This design comes from an exercise in tuning for small area on the open sky130 flow, not from production work. No functional check of the RTL was part of any run shown here.

==> design.v <==
`timescale 1ns / 1ps
`timescale 1ns / 1ps
module PE_16 #(parameter DIN_INV = 0, parameter SH_INV = 0) (
  input         clock,
  input  [7:0]  an,
  input  [7:0]  bn,
  input  [15:0] d,
  input         flip,
  output [15:0] c_out
);
  reg [15:0] acc, sh;
  wire [63:0] pp;
  genvar gx, gy;
  generate
    for (gx = 0; gx < 8; gx = gx + 1) begin : ppx
      for (gy = 0; gy < 8; gy = gy + 1) begin : ppy
        assign pp[gx*8+gy] = ~(an[gx] | bn[gy]);
      end
    end
  endgenerate
  wire s1, c2;
  FA u_s1 (.x(acc[5]), .y(pp[5]), .z(pp[12]), .s(s1), .c(c2));
  wire s3, c4;
  FA u_s3 (.x(acc[6]), .y(pp[6]), .z(pp[13]), .s(s3), .c(c4));
  wire s5, c6;
  FA u_s5 (.x(pp[20]), .y(pp[27]), .z(pp[34]), .s(s5), .c(c6));
  wire s7, c8;
  FA u_s7 (.x(acc[7]), .y(pp[7]), .z(pp[14]), .s(s7), .c(c8));
  wire s9, c10;
  FA u_s9 (.x(pp[21]), .y(pp[28]), .z(pp[35]), .s(s9), .c(c10));
  wire s11, c12;
  FA u_s11 (.x(pp[42]), .y(pp[49]), .z(pp[56]), .s(s11), .c(c12));
  wire s13, c14;
  FA u_s13 (.x(acc[8]), .y(pp[15]), .z(pp[22]), .s(s13), .c(c14));
  wire s15, c16;
  FA u_s15 (.x(pp[29]), .y(pp[36]), .z(pp[43]), .s(s15), .c(c16));
  wire s17, c18;
  HA u_s17 (.x(pp[50]), .y(pp[57]), .s(s17), .c(c18));
  wire s19, c20;
  FA u_s19 (.x(acc[9]), .y(pp[23]), .z(pp[30]), .s(s19), .c(c20));
  wire s21, c22;
  FA u_s21 (.x(pp[37]), .y(pp[44]), .z(pp[51]), .s(s21), .c(c22));
  wire s23, c24;
  FA u_s23 (.x(acc[10]), .y(pp[31]), .z(pp[38]), .s(s23), .c(c24));
  wire s25, c26;
  FA u_s25 (.x(acc[3]), .y(pp[3]), .z(pp[10]), .s(s25), .c(c26));
  wire s27, c28;
  FA u_s27 (.x(acc[4]), .y(pp[4]), .z(pp[11]), .s(s27), .c(c28));
  wire s29, c30;
  FA u_s29 (.x(pp[18]), .y(pp[25]), .z(pp[32]), .s(s29), .c(c30));
  wire s31, c32;
  FA u_s31 (.x(pp[19]), .y(pp[26]), .z(pp[33]), .s(s31), .c(c32));
  wire s33, c34;
  HA u_s33 (.x(pp[40]), .y(s1), .s(s33), .c(c34));
  wire s35, c36;
  FA u_s35 (.x(pp[41]), .y(pp[48]), .z(c2), .s(s35), .c(c36));
  wire s37, c38;
  HA u_s37 (.x(s3), .y(s5), .s(s37), .c(c38));
  wire s39, c40;
  FA u_s39 (.x(c4), .y(c6), .z(s7), .s(s39), .c(c40));
  wire s41, c42;
  HA u_s41 (.x(s9), .y(s11), .s(s41), .c(c42));
  wire s43, c44;
  FA u_s43 (.x(c8), .y(c10), .z(c12), .s(s43), .c(c44));
  wire s45, c46;
  FA u_s45 (.x(s13), .y(s15), .z(s17), .s(s45), .c(c46));
  wire s47, c48;
  FA u_s47 (.x(pp[58]), .y(c14), .z(c16), .s(s47), .c(c48));
  wire s49, c50;
  FA u_s49 (.x(c18), .y(s19), .z(s21), .s(s49), .c(c50));
  wire s51, c52;
  FA u_s51 (.x(pp[45]), .y(pp[52]), .z(pp[59]), .s(s51), .c(c52));
  wire s53, c54;
  FA u_s53 (.x(c20), .y(c22), .z(s23), .s(s53), .c(c54));
  wire s55, c56;
  FA u_s55 (.x(acc[11]), .y(pp[39]), .z(pp[46]), .s(s55), .c(c56));
  wire s57, c58;
  FA u_s57 (.x(pp[53]), .y(pp[60]), .z(c24), .s(s57), .c(c58));
  wire s59, c60;
  FA u_s59 (.x(acc[12]), .y(pp[47]), .z(pp[54]), .s(s59), .c(c60));
  wire s61, c62;
  FA u_s61 (.x(acc[2]), .y(pp[2]), .z(pp[9]), .s(s61), .c(c62));
  wire s63, c64;
  FA u_s63 (.x(pp[17]), .y(pp[24]), .z(s25), .s(s63), .c(c64));
  wire s65, c66;
  FA u_s65 (.x(c26), .y(s27), .z(s29), .s(s65), .c(c66));
  wire s67, c68;
  FA u_s67 (.x(c28), .y(c30), .z(s31), .s(s67), .c(c68));
  wire s69, c70;
  FA u_s69 (.x(c32), .y(c34), .z(s35), .s(s69), .c(c70));
  wire s71, c72;
  FA u_s71 (.x(c36), .y(c38), .z(s39), .s(s71), .c(c72));
  wire s73, c74;
  FA u_s73 (.x(c40), .y(c42), .z(s43), .s(s73), .c(c74));
  wire s75, c76;
  FA u_s75 (.x(c44), .y(c46), .z(s47), .s(s75), .c(c76));
  wire s77, c78;
  FA u_s77 (.x(c48), .y(c50), .z(s51), .s(s77), .c(c78));
  wire s79, c80;
  FA u_s79 (.x(c52), .y(c54), .z(s55), .s(s79), .c(c80));
  wire s81, c82;
  FA u_s81 (.x(pp[61]), .y(c56), .z(c58), .s(s81), .c(c82));
  wire s83, c84;
  FA u_s83 (.x(acc[13]), .y(pp[55]), .z(pp[62]), .s(s83), .c(c84));
  wire s85, c86;
  FA u_s85 (.x(acc[1]), .y(pp[1]), .z(pp[8]), .s(s85), .c(c86));
  wire s87, c88;
  HA u_s87 (.x(pp[16]), .y(s61), .s(s87), .c(c88));
  wire s89, c90;
  HA u_s89 (.x(c62), .y(s63), .s(s89), .c(c90));
  wire s91, c92;
  HA u_s91 (.x(c64), .y(s65), .s(s91), .c(c92));
  wire s93, c94;
  FA u_s93 (.x(s33), .y(c66), .z(s67), .s(s93), .c(c94));
  wire s95, c96;
  FA u_s95 (.x(s37), .y(c68), .z(s69), .s(s95), .c(c96));
  wire s97, c98;
  FA u_s97 (.x(s41), .y(c70), .z(s71), .s(s97), .c(c98));
  wire s99, c100;
  FA u_s99 (.x(s45), .y(c72), .z(s73), .s(s99), .c(c100));
  wire s101, c102;
  FA u_s101 (.x(s49), .y(c74), .z(s75), .s(s101), .c(c102));
  wire s103, c104;
  FA u_s103 (.x(s53), .y(c76), .z(s77), .s(s103), .c(c104));
  wire s105, c106;
  FA u_s105 (.x(s57), .y(c78), .z(s79), .s(s105), .c(c106));
  wire s107, c108;
  FA u_s107 (.x(s59), .y(c80), .z(s81), .s(s107), .c(c108));
  wire s109, c110;
  FA u_s109 (.x(c60), .y(c82), .z(s83), .s(s109), .c(c110));
  wire s111, c112;
  FA u_s111 (.x(acc[14]), .y(pp[63]), .z(c84), .s(s111), .c(c112));
  wire s113, c114;
  HA u_s113 (.x(acc[0]), .y(pp[0]), .s(s113), .c(c114));
  wire s115, c116;
  HA u_s115 (.x(s85), .y(c114), .s(s115), .c(c116));
  wire s117, c118;
  FA u_s117 (.x(c86), .y(s87), .z(c116), .s(s117), .c(c118));
  wire s119, c120;
  FA u_s119 (.x(c88), .y(s89), .z(c118), .s(s119), .c(c120));
  wire s121, c122;
  FA u_s121 (.x(c90), .y(s91), .z(c120), .s(s121), .c(c122));
  wire s123, c124;
  FA u_s123 (.x(c92), .y(s93), .z(c122), .s(s123), .c(c124));
  wire s125, c126;
  HA u_s125 (.x(c94), .y(s95), .s(s125), .c(c126));
  wire s127, c128;
  HA u_s127 (.x(c96), .y(s97), .s(s127), .c(c128));
  wire s129, c130;
  HA u_s129 (.x(c98), .y(s99), .s(s129), .c(c130));
  wire s131, c132;
  HA u_s131 (.x(c100), .y(s101), .s(s131), .c(c132));
  wire s133, c134;
  HA u_s133 (.x(c102), .y(s103), .s(s133), .c(c134));
  wire s135, c136;
  HA u_s135 (.x(c104), .y(s105), .s(s135), .c(c136));
  wire s137, c138;
  HA u_s137 (.x(c106), .y(s107), .s(s137), .c(c138));
  wire s139, c140;
  HA u_s139 (.x(c108), .y(s109), .s(s139), .c(c140));
  wire s141, c142;
  HA u_s141 (.x(c110), .y(s111), .s(s141), .c(c142));
  wire s143, c144;
  HA u_s143 (.x(acc[15]), .y(c112), .s(s143), .c(c144));
  wire k145 = c126 | (s125 & c124);
  wire k146 = c130 | (s129 & c128);
  wire k147 = s129 & s127;
  wire k148 = c134 | (s133 & c132);
  wire k149 = s133 & s131;
  wire k150 = c138 | (s137 & c136);
  wire k151 = s137 & s135;
  wire k152 = c142 | (s141 & c140);
  wire k153 = s141 & s139;
  wire k154 = c128 | (s127 & k145);
  wire k155 = k146 | (k147 & k145);
  wire k156 = c136 | (s135 & k148);
  wire k157 = s135 & k149;
  wire k158 = k150 | (k151 & k148);
  wire k159 = k151 & k149;
  wire k160 = c132 | (s131 & k155);
  wire k161 = k148 | (k149 & k155);
  wire k162 = k156 | (k157 & k155);
  wire k163 = k158 | (k159 & k155);
  wire k164 = c140 | (s139 & k163);
  wire k165 = k152 | (k153 & k163);
  wire k166 = s125 ^ c124;
  wire k167 = s127 ^ k145;
  wire k168 = s129 ^ k154;
  wire k169 = s131 ^ k155;
  wire k170 = s133 ^ k160;
  wire k171 = s135 ^ k161;
  wire k172 = s137 ^ k162;
  wire k173 = s139 ^ k163;
  wire k174 = s141 ^ k164;
  wire k175 = s143 ^ k165;
  wire [15:0] sum = {k175, k174, k173, k172, k171, k170, k169, k168, k167, k166, s123, s121, s119, s117, s115, s113};
  wire [15:0] dv = DIN_INV ? ~d : d;
  wire [15:0] sh_next = flip ? sum : dv;
  always @(posedge clock) begin
    acc <= flip ? dv : sum;
    sh  <= SH_INV ? ~sh_next : sh_next;
  end
  assign c_out = sh;
endmodule
module FA (input x, input y, input z, output s, output c);
  assign s = x ^ y ^ z;
  assign c = (x & y) | (x & z) | (y & z);
endmodule
module HA (input x, input y, output s, output c);
  assign s = x ^ y;
  assign c = x & y;
endmodule
`timescale 1ns / 1ps
`timescale 1ns / 1ps
`timescale 1ns / 1ps
`timescale 1ns / 1ps
module Mesh(
    input clock,
    input [7:0] io_in_a_0_0,
    input [7:0] io_in_a_1_0,
    input [7:0] io_in_a_2_0,
    input [7:0] io_in_a_3_0,
    input [7:0] io_in_b_0_0,
    input [7:0] io_in_b_1_0,
    input [7:0] io_in_b_2_0,
    input [7:0] io_in_b_3_0,
    input [15:0] io_in_d_0_0,
    input [15:0] io_in_d_1_0,
    input [15:0] io_in_d_2_0,
    input [15:0] io_in_d_3_0,
    input io_in_control_0_0_propagate,
    input io_in_control_1_0_propagate,
    input io_in_control_2_0_propagate,
    input io_in_control_3_0_propagate,
    output [15:0] io_out_c_0_0,
    output [15:0] io_out_c_1_0,
    output [15:0] io_out_c_2_0,
    output [15:0] io_out_c_3_0
);
  wire [7:0]  a_in [0:3];
  wire [7:0]  b_in [0:3];
  wire [15:0] d_in [0:3];
  wire        p_in [0:3];
  assign a_in[0] = io_in_a_0_0; assign a_in[1] = io_in_a_1_0;
  assign a_in[2] = io_in_a_2_0; assign a_in[3] = io_in_a_3_0;
  assign b_in[0] = io_in_b_0_0; assign b_in[1] = io_in_b_1_0;
  assign b_in[2] = io_in_b_2_0; assign b_in[3] = io_in_b_3_0;
  assign d_in[0] = io_in_d_0_0; assign d_in[1] = io_in_d_1_0;
  assign d_in[2] = io_in_d_2_0; assign d_in[3] = io_in_d_3_0;
  assign p_in[0] = io_in_control_0_0_propagate; assign p_in[1] = io_in_control_1_0_propagate;
  assign p_in[2] = io_in_control_2_0_propagate; assign p_in[3] = io_in_control_3_0_propagate;
  reg  [7:0]  a_r [0:3][0:3];
  reg  [7:0]  b_r [0:3][0:3];
  reg         p_r [0:3];
  reg         f_r [0:3][1:3];
  wire        flip [0:3][0:3];
  reg  [15:0] d_r [0:3][0:4];
  wire [15:0] c_out [0:3][0:3];
  genvar i, k;
  generate
    for (i = 0; i < 4; i = i + 1) begin : chain
      for (k = 0; k < 4; k = k + 1) begin : pos
        always @(posedge clock) begin
          a_r[i][k] <= (k == 0) ? ~a_in[i] : a_r[i][k-1];
          b_r[k][i] <= (i == 0) ? ~b_in[k] : b_r[k][i-1];
          d_r[i][k+1] <= c_out[i][k];
        end
        if (k == 0) begin : f0
          assign flip[i][k] = p_r[i] ^ p_in[i];
        end else begin : fk
          always @(posedge clock) f_r[i][k] <= flip[i][k-1];
          assign flip[i][k] = f_r[i][k];
        end
        PE_16 #(.DIN_INV(k != 0), .SH_INV(k != 3)) pe (
          .clock(clock),
          .an(a_r[i][k]),
          .bn(b_r[k][i]),
          .d(d_r[i][k]),
          .flip(flip[i][k]),
          .c_out(c_out[i][k])
        );
      end
      always @(posedge clock) begin
        d_r[i][0] <= d_in[i];
        p_r[i] <= p_in[i];
      end
    end
  endgenerate
  assign io_out_c_0_0 = d_r[0][4];
  assign io_out_c_1_0 = d_r[1][4];
  assign io_out_c_2_0 = d_r[2][4];
  assign io_out_c_3_0 = d_r[3][4];
endmodule
==> flow/run.sh <==
#!/bin/bash
# Own layout flow: the standard layout (standard.sh), with two changes.
# 1. Synthesis is synth_recipe.tcl, except that the final ABC technology
#    mapping runs flow/area.abc (area-oriented mapping followed by ABC's
#    timing-driven up/down sizing) in place of ORFS's speed script. The
#    registers, their names and cell types are the same as the standard
#    synthesis's.
# 2. Ports are buffered with sky130_fd_sc_hd__buf_1 instead of the buffer
#    ORFS picks by itself.
# Each tool writes its full log under orfs/logs/ (ORFS's own logs); the
# output of make itself goes to run_*.log in this folder.
set -euo pipefail
W=$(pwd)
F=$W/flow
{
  head -n 1 synth_recipe.tcl
  cat <<EOT
proc abc {args} {
  set i [lsearch -exact \$args -script]
  if { \$i >= 0 } { lset args [expr {\$i + 1}] $F/area.abc }
  yosys abc {*}\$args
}
EOT
  tail -n +2 synth_recipe.tcl
} > "$W/own_synth.tcl"
sed "s#SYNTH_SCRIPT=[^ ]*synth_recipe.tcl#SYNTH_SCRIPT=$W/own_synth.tcl#" standard.sh > "$W/own_standard.sh"
grep -q "SYNTH_SCRIPT=$W/own_synth.tcl" "$W/own_standard.sh"
export BUFFER_PORTS_ARGS="-buffer_cell sky130_fd_sc_hd__buf_1"
bash "$W/own_standard.sh" finish > "$W/run_finish.log" 2>&1
test -s "$W/out/final.def"
==> flow/area.abc <==
strash
dch
map -a
topo
stime -c
upsize -c
dnsize -c
==> standard.sh <==
#!/bin/bash
# synth_recipe.tcl (not shown) runs the flow's synth.tcl, then flattens the netlist and writes it again
# the make line also repeats each setting of config.mk as NAME=value (left out here)
make -C /OpenROAD-flow-scripts/flow DESIGN_CONFIG=/design/flow/config.mk WORK_HOME=/design/flow/orfs CLKGATE_MAP_FILE= SYNTH_SCRIPT=/design/flow/synth_recipe.tcl "${@:-finish}"
==> config.mk <==
export PLATFORM = sky130hd
export DESIGN_NAME = Mesh
export DESIGN_NICKNAME = Mesh
export VERILOG_FILES = /design/flow/design.v
export SDC_FILE = /design/flow/constraint.sdc
export NUM_CORES = 4
export LEC_CHECK = 0
export CAP_MARGIN = 0
export CORE_MARGIN = 2
export CORE_UTILIZATION = 80
export CTS_BUF_LIST = sky130_fd_sc_hd__clkbuf_16
export CTS_CLUSTER_DIAMETER = 80
export CTS_CLUSTER_SIZE = 30
export PLACE_DENSITY = 0.88
export SLEW_MARGIN = 0
export SYNTH_HIERARCHICAL = 1
==> constraint.sdc <==
create_clock -name core_clock -period 5.0 [get_ports {clock}]
set_input_delay 1.0000 -clock core_clock [delete_from_list [all_inputs] [get_ports {clock}]]
set_output_delay 1.0000 -clock core_clock [all_outputs]
set_load 0.01 [all_outputs]
==> flow_summary.ini, run 1 <==
[cts]
cts_max_level = 2
total_clock_buffers_created_by_cts = 47
tritoncts = done
clkLatencyLatePin_ns = 0.65
cts_hold_buffers = 0
clk_pin_slew_worst_paths_ns = 0.11
clk_root_buffer_cell = sky130_fd_sc_hd__clkbuf_16
clock_sink_count = 1104
cts.path.max_buffers = 3

[global_route]
grt_max_degree = 66
first_global_vias = 40200
wire_length_of_the_first_global_routing_pass_mm = 203
globalRouteMet3Util_pct = 6.65
globalRouteTotalUtil_pct = 36.4
groute.layer.met2.usage_pct = 60.5
grt.busiest_layer = met2
grt_antenna_before_repair = 1
global_route.usage.met1_pct = 48.8
globalRoute.totalOverflow = 0

[sta]
max_freq_ghz = 0.206
layout_setup_ws_ns = 0.141
slew-limit-headroom_pct = 32.0
rsz0062_at_grt = yes
fin_worst_skew_ns = 0.0263
totalNegativeSetupSlack_ns = 0
hold_violations = 0
final_min_period_over_clock_period_pct = 97.2
worst_slew_pin_slew_ns = 1.02
setup-violations-final = 0
final_max_slew_viol_count = 0
finalCriticalPeriod_ns = 4.86

[route]
viasPerCell = 6.04
detail_route.wirelength_mm = 125
ant_nets = 0
drcViolationCount = 0
wl_per_cell_um = 20.0
routed-via-count = 37600
starting_drt_drc_count = 3509
first_pass_detailed_route_iteration_total = 6

[worst_setup_path]
critPathLaunchType = flip-flop
worst-endpoint-required_ns = 5.58
critical_path.endpoint_type = flip-flop
timing.setup.critical_path_class = reg2reg
critical_path_data_arrival_time_ns = 5.43
worst-path-max-fanout = 9

[place]
placed_cells = 6161
placed_area_mm2 = 0.0580
numPortBuffers = 196
placement_stage_worst_setup_slack_ns = 0.0116
post-dp-hpwl_mm = 93.5
finalWeightedCongestion = 0.913

[yosys]
count_of_flip_flops_with_a_built_in_enable_after_synthesis = 0
synth.ff_latch_count = 1104
synth.lib_cells_used.distinct = 19
synth_top_family_by_area = adder cells
synth.top_cell.area_share_pct = 40.1
synth.top_cells.by_area = sky130_fd_sc_hd__dfxtp_1 40%, sky130_fd_sc_hd__fa_1 31%, sky130_fd_sc_hd__nor2_1 9.0%, sky130_fd_sc_hd__ha_1 8.3%, sky130_fd_sc_hd__nand2_1 2.3%
synth-async-reset-ratio_pct = 0
yosysWarningCount = 20
synth-compound-area-share_pct = 5.77
synth_xor_area_share_pct = 1.59
synth_adder_area_share_pct = 39.1
mux_contribution_to_synthesized_area_pct = 0
yosysSeqAreaShare_pct = 40.1
synth.most_common_cell = sky130_fd_sc_hd__nor2_1
synth_cells = 4964
syn_area_mm2 = 0.0552
yosysTopAreaCell = sky130_fd_sc_hd__dfxtp_1
synth_nets = 6313
synth_simple_gate_area_share_pct = 11.9
synth_flop_cell = sky130_fd_sc_hd__dfxtp_1
post_synth.cell_area_avg_um2 = 11.1
synth.top_cells.by_count = 1,320 x sky130_fd_sc_hd__nor2_1, 1,104 x sky130_fd_sc_hd__dfxtp_1, 848 x sky130_fd_sc_hd__fa_1

[outcome]
run_status = finished clean

[layout]
layout-area-overhead-vs-synth_pct = 8.04
stdcell_count = 6230
design_area_mm2 = 0.0596
antenna_cells = 0
finalNetCount = 6679
nFillCells = 3130
drive_above_1_share_pct = 5.35

[die]
pin_count = 197
initial_core_util_pct = 80.6
die_w_um = 267
core_region_area_mm2 = 0.0685
rows = 96
die-height_um = 267
die_area_mm2 = 0.0711

[hold_path]
timing.hold.worst.class = reg2reg

[run]
drv.max_cap_violation_count = 0
## repair_timing
action                     CTS  global route
buffers inserted             0             2
gates resized for setup      9            80
pin swaps                    0             9
setup endpoints to repair    9            86
## final timing paths
kind | start | end | slack [ns] | depth (start not counted)
worst max-delay path | a_r[1][0] | chain[0].pos[1].pe.sh[14] | 0.14 | 18
worst max register to register | a_r[1][0] | chain[0].pos[1].pe.sh[14] | 0.14 | 18
worst min-delay path | chain[2].pos[3].pe.sh[10] | d_r[14][10] | 0.33 | 0
worst min register to register | chain[2].pos[3].pe.sh[10] | d_r[14][10] | 0.33 | 0
## Yosys stat by module (local to each module, per instance), excerpt
module	area (um^2)	cells	flops+latches
Mesh	12100	660	592
FA	20.0	1	0
HA	12.5	1	0
## through the flow
step / hold slack [ns] / util, %
5_1_grt: 0.325 / 87.1
3_3_place_gp: 0.310 / 84.7
2_1_floorplan: 0.310 / -
3_5_place_dp: 0.312 / 84.7
4_1_cts: 0.328 / 86.8
6_report: 0.329 / 87.1
## worst max-delay path, cell delays in order (launching register included)
cell and delay (ns):
sky130_fd_sc_hd__dfxtp_4 0.42, sky130_fd_sc_hd__nor2_2 0.07, sky130_fd_sc_hd__fa_1 0.57, sky130_fd_sc_hd__fa_1 0.43, sky130_fd_sc_hd__ha_1 0.33, sky130_fd_sc_hd__fa_2 0.43, sky130_fd_sc_hd__fa_2 0.40, sky130_fd_sc_hd__fa_1 0.43
sky130_fd_sc_hd__ha_1 0.22, sky130_fd_sc_hd__or2_2 0.30, sky130_fd_sc_hd__nand3_1 0.10, sky130_fd_sc_hd__nand2_1 0.10, sky130_fd_sc_hd__nand4_1 0.10, sky130_fd_sc_hd__nand2_1 0.09, sky130_fd_sc_hd__ha_1 0.21, sky130_fd_sc_hd__nor2_1 0.16
sky130_fd_sc_hd__xor2_1 0.23, sky130_fd_sc_hd__nand2_1 0.09, sky130_fd_sc_hd__o21ai_1 0.12
## cell usage in the layout, fill, tap and decap left out
master                      synthesis  layout
sky130_fd_sc_hd__inv_12             0       2
sky130_fd_sc_hd__o21ai_1           64      66
sky130_fd_sc_hd__inv_6             12      16
sky130_fd_sc_hd__a221oi_1          16      16
sky130_fd_sc_hd__nor2_4             0       1
sky130_fd_sc_hd__dfxtp_1         1104    1062
sky130_fd_sc_hd__fa_2               0       7
sky130_fd_sc_hd__xnor2_1           36      36
sky130_fd_sc_hd__a21oi_1          236     236
sky130_fd_sc_hd__buf_1              0     196
sky130_fd_sc_hd__or2_2             16      16
sky130_fd_sc_hd__nand2_1          344     344
sky130_fd_sc_hd__nand3_1           24      24
sky130_fd_sc_hd__clkinv_1         204     206
sky130_fd_sc_hd__clkbuf_2           0       1
sky130_fd_sc_hd__dfxtp_2            0      26
sky130_fd_sc_hd__fa_1             848     841
sky130_fd_sc_hd__inv_8              0       2
sky130_fd_sc_hd__nor2_2             0      17
sky130_fd_sc_hd__ha_1             368     368
sky130_fd_sc_hd__bufinv_16          0       1
sky130_fd_sc_hd__clkinv_8           0       2
sky130_fd_sc_hd__o21ai_0          248     246
sky130_fd_sc_hd__and2_1             8       8
sky130_fd_sc_hd__inv_16             0       2
sky130_fd_sc_hd__a31oi_1           24      21
sky130_fd_sc_hd__buf_4              0     120
sky130_fd_sc_hd__nor2_1          1320    1302
sky130_fd_sc_hd__a31oi_2            0       3
sky130_fd_sc_hd__xor2_4             0       4
sky130_fd_sc_hd__clkinv_2           0       1
sky130_fd_sc_hd__xor2_1            64      60
sky130_fd_sc_hd__nand4_1            8       8
sky130_fd_sc_hd__clkbuf_16          0      49
sky130_fd_sc_hd__a21o_1            20      20
sky130_fd_sc_hd__dfxtp_4            0      16
sky130_fd_sc_hd__inv_1              0       2
## per-layer routing
| metal | vias up | wire length (um) |
|---|---|---|
| li1 | 16600 | - |
| met1 | 18500 | 47800 |
| met2 | 2097 | 61500 |
| met3 | 455 | 10500 |
| met4 | 2 | 4900 |
| met5 | - | 9 |
## final cells by class
| class | count | area (um^2) | area share [%] |
|---|---|---|---|
| Multi-Input combinational cell | 3644 | 32400 | 54.3 |
| Sequential cell | 1104 | 22200 | 37.2 |
| Tap cell | 882 | 1100 | 1.85 |
| Timing Repair Buffer | 317 | 1640 | 2.75 |
| Inverter | 216 | 871 | 1.46 |
| Clock buffer | 49 | 1230 | 2.06 |
| Clock inverter | 18 | 213 | 0.357 |
## cells by family (layout without fill, tap and decap cells)
kind of cell             Yosys count  in the layout
AND/OR/NAND/NOR                 1720           1720
XOR/XNOR                         100            100
flip-flops                      1104           1104
adder cells (fa/ha/maj)         1216           1216
AO/OA/AOI/OAI                    608            608
buffers and inverters            216            600
## state kept, by name, indices dropped and copies added, names as in the netlist
register and flops:
d_r 320, chain.pos.pe.acc 256, chain.pos.pe.sh 256, a_r 128, b_r 128, f_r 12, p_r 4
==> run 2: changes to the inputs <==
--- a/flow/run.sh
+++ b/flow/run.sh
@@ -9,2 +9,7 @@
 #    ORFS picks by itself.
+# 3. Clock tree synthesis gets the same arguments as ORFS would give it
+#    from config.mk, plus -dont_use_dummy_load.
+# 4. Timing-driven global placement does not keep the buffers and resizing
+#    of its internal repair (GPL_KEEP_OVERFLOW 0); the later repair steps
+#    of the standard flow still run.
 # Each tool writes its full log under orfs/logs/ (ORFS's own logs); the
@@ -28,2 +33,4 @@
 export BUFFER_PORTS_ARGS="-buffer_cell sky130_fd_sc_hd__buf_1"
+export CTS_ARGS="-sink_clustering_enable -repair_clock_nets -sink_clustering_size 30 -sink_clustering_max_diameter 80 -buf_list sky130_fd_sc_hd__clkbuf_16 -dont_use_dummy_load"
+export GPL_KEEP_OVERFLOW=0
 bash "$W/own_standard.sh" finish > "$W/run_finish.log" 2>&1
==> flow_summary.ini, run 2 <==
[sta]
worst_slew_pin_slew_ns = 0.940
max_freq_ghz = 0.206
setup-violations-final = 0
fin_worst_skew_ns = 0.0638
final_max_slew_viol_count = 0
finalCriticalPeriod_ns = 4.87
hold_violations = 0
final_min_period_over_clock_period_pct = 97.3
holdWs_ns = 0.301
slew-limit-headroom_pct = 37.4

[worst_setup_path]
critical_path.endpoint_type = flip-flop
worst_path_most_repeated_cell = sky130_fd_sc_hd__fa_1
critical_path_data_arrival_time_ns = 5.37
critical_path.cell_chain = nor2_1, fa_1, fa_1, ha_1, fa_1, fa_1, fa_1, ha_1, or2_2, nand3_1, nand2_1, a31oi_1, nor2_1, nor2_1, xor2_1, nand2_1, o21ai_0
worst-endpoint-required_ns = 5.50
buffer_and_inverter_count_on_the_worst_path = 0
critPathLaunchType = flip-flop
cp_top_family = adder cells
worst-path-max-fanout = 8
critical_path.slowest_cell = sky130_fd_sc_hd__fa_1
timing.setup.critical_path_class = reg2reg
critical_path.max_stage_delay_ns = 0.56

[route]
ant_nets = 0
drcViolationCount = 0
starting_drt_drc_count = 3478
detail_route.wirelength_mm = 122
first_pass_detailed_route_iteration_total = 9
wl_per_cell_um = 20.0
viasPerCell = 6.04
routed-via-count = 36900

[place]
numPortBuffers = 196
post-dp-hpwl_mm = 89.6
placed_area_mm2 = 0.0572
finalWeightedCongestion = 0.924

[die]
initial_core_util_pct = 80.6
die_w_um = 267
rows = 96
die-height_um = 267
pin_count = 197
die_area_mm2 = 0.0711
core_region_area_mm2 = 0.0685

[yosys]
yosysSeqAreaShare_pct = 40.1
yosysTopAreaCell = sky130_fd_sc_hd__dfxtp_1
synth.ff_latch_count = 1104
synth.top_cells.by_count = 1,320 x sky130_fd_sc_hd__nor2_1, 1,104 x sky130_fd_sc_hd__dfxtp_1, 848 x sky130_fd_sc_hd__fa_1
synth_flop_cell = sky130_fd_sc_hd__dfxtp_1
count_of_flip_flops_with_a_built_in_enable_after_synthesis = 0
synth-async-reset-ratio_pct = 0
post_synth.cell_area_avg_um2 = 11.1
synth_cells = 4964
synth.top_cells.by_area = sky130_fd_sc_hd__dfxtp_1 40%, sky130_fd_sc_hd__fa_1 31%, sky130_fd_sc_hd__nor2_1 9.0%, sky130_fd_sc_hd__ha_1 8.3%, sky130_fd_sc_hd__nand2_1 2.3%
syn_area_mm2 = 0.0552
yosysWarningCount = 20
synth.top_cell.area_share_pct = 40.1
synth_nets = 6313
synth.most_common_cell = sky130_fd_sc_hd__nor2_1
synth.lib_cells_used.distinct = 19

[layout]
area_of_the_multi_input_gates_mm2 = 0.0324
drive_above_1_share_pct = 4.23
layout-area-overhead-vs-synth_pct = 6.55
highest_count_cells_in_the_layout_ignoring_fill_and_taps = 1,305 x sky130_fd_sc_hd__nor2_1, 1,001 x sky130_fd_sc_hd__dfxtp_1, 844 x sky130_fd_sc_hd__fa_1, 367 x sky130_fd_sc_hd__ha_1, 344 x sky130_fd_sc_hd__nand2_1
largest_register_ffs = 320
nFillCells = 3322
final_common_cell = sky130_fd_sc_hd__nor2_1
seq_area_mm2 = 0.0223
antenna_cells = 0
design_area_mm2 = 0.0588
top_register = d_r
top_regs = d_r x320, chain.pos.pe.acc x256, chain.pos.pe.sh x256
finalNetCount = 6572

[global_route]
grt_max_degree = 56
globalRoute.totalOverflow = 0
first_global_vias = 38800
wire_length_of_the_first_global_routing_pass_mm = 195
globalRouteTotalUtil_pct = 34.8
grt_antenna_before_repair = 3

[hold_path]
timing.hold.worst.class = reg2reg

[cts]
total_clock_buffers_created_by_cts = 46
tritoncts = done
clk_pin_slew_worst_paths_ns = 0.11
cts.path.max_buffers = 3
clock_sink_count = 1104
clkLatencyLatePin_ns = 0.65
clk_root_buffer_cell = sky130_fd_sc_hd__clkbuf_16
cts_max_level = 2
cts_hold_buffers = 0

[outcome]
run_status = finished clean

[run]
drv.max_cap_violation_count = 0
==> run 2: cell counts after synthesis <==
No cell type changed its count.
==> run 2: layer usage <==
metal  vias to the layer above  GRT usage (%)  wire [um]
met3                       404           6.83      10600
met2                      2019           56.7      59200
met5                         -              0         27
met1                     18100           47.8      47600
li1                      16300              -          -
met4                         4           11.5       4530
==> run 2: area by class of cell <==
cell class | instances | share of cell area (%)
multi-input cells | 3644 | 55.1
flip-flops and latches | 1104 | 38.0
repair buffers | 211 | 1.60
well taps | 882 | 1.88
inverters | 216 | 1.48
clock buffers | 46 | 1.96
==> run 2: logic make-up (layout without fill, tap and decap cells) <==
logic type / after synthesis / after routing / share of synthesized area, %
DFF: 1104 / 1104 / 40.1
adders and majority gates: 1216 / 1216 / 39.1
xor gates and xnor gates: 100 / 100 / 1.59
and+or+nand+nor: 1720 / 1720 / 11.9
AOI/OAI and AO/OA: 608 / 608 / 5.77
buffers and inverters: 216 / 473 / 1.58
==> run 2: worst paths after layout <==
path	depth (start not counted)	end	slack (ns)	from
min reg2reg	0	d_r[18][12]	0.30	chain[3].pos[2].pe.sh[12]
max	17	chain[3].pos[2].pe.sh[12]	0.13	a_r[14][0]
max reg2reg	17	chain[3].pos[2].pe.sh[12]	0.13	a_r[14][0]
min	0	d_r[18][12]	0.30	chain[3].pos[2].pe.sh[12]
==> run 2: modules after synthesis (local to each module, per instance), a selection <==
module / times used / cells / flops+latches / cell area, um^2
Mesh: 1 / 660 / 592 / 12100
FA: 848 / 1 / 0 / 20.0
HA: 304 / 1 / 0 / 12.5
==> run 2: repair_timing <==
| action | 4_1_cts | 5_1_grt |
|---|---|---|
| endpoints found under the setup margin | 11 | 125 |
| gates resized for setup | 12 | 151 |
| pin swaps | 0 | 8 |
| buffers inserted | 0 | 10 |
==> run 2: per-stage QoR <==
step | setup TNS (ns) | instances | util (%) | setup WS (ns)
floorplan | 0 | 4964 | - | 0.453
global route | -0.103 | 6103 | 85.9 | -0.0339
finish | 0 | 6103 | 85.9 | 0.134
global placement | 0 | 6042 | 83.3 | 0.0478
detailed placement | -0.00704 | 6047 | 83.6 | -0.00704
CTS | 0 | 6093 | 85.3 | 0.00277

## separate check: timing with driven ports
The flow's constraints put no driver on any port. The routed layouts listed below were extracted and timed again, unchanged, in two steps. Step 1 sets driving cells, clkbuf_16 on the clock port and buf_2 on the other inputs (assumed; they add their load-dependent delay and slew). Step 2 also shifts input and output timing later by t, the mid clock arrival at the registers, as if the neighbouring blocks saw the same clock. a / b / c = ideal ports / drivers / drivers and shift; a / b = the first two.
| run | t, ns | setup WS [ns] | worst setup path at the end | worst slew at a driven data input, ns |
|---|---|---|---|---|
| run 1 | 0.702 | 0.141 / 0.141 / 0.141 | register to register | 0.05 |
| run 2 | 0.686 | 0.134 / 0.134 / 0.134 | register to register | 0.06 |
After both steps setup and hold are still met in every run listed.
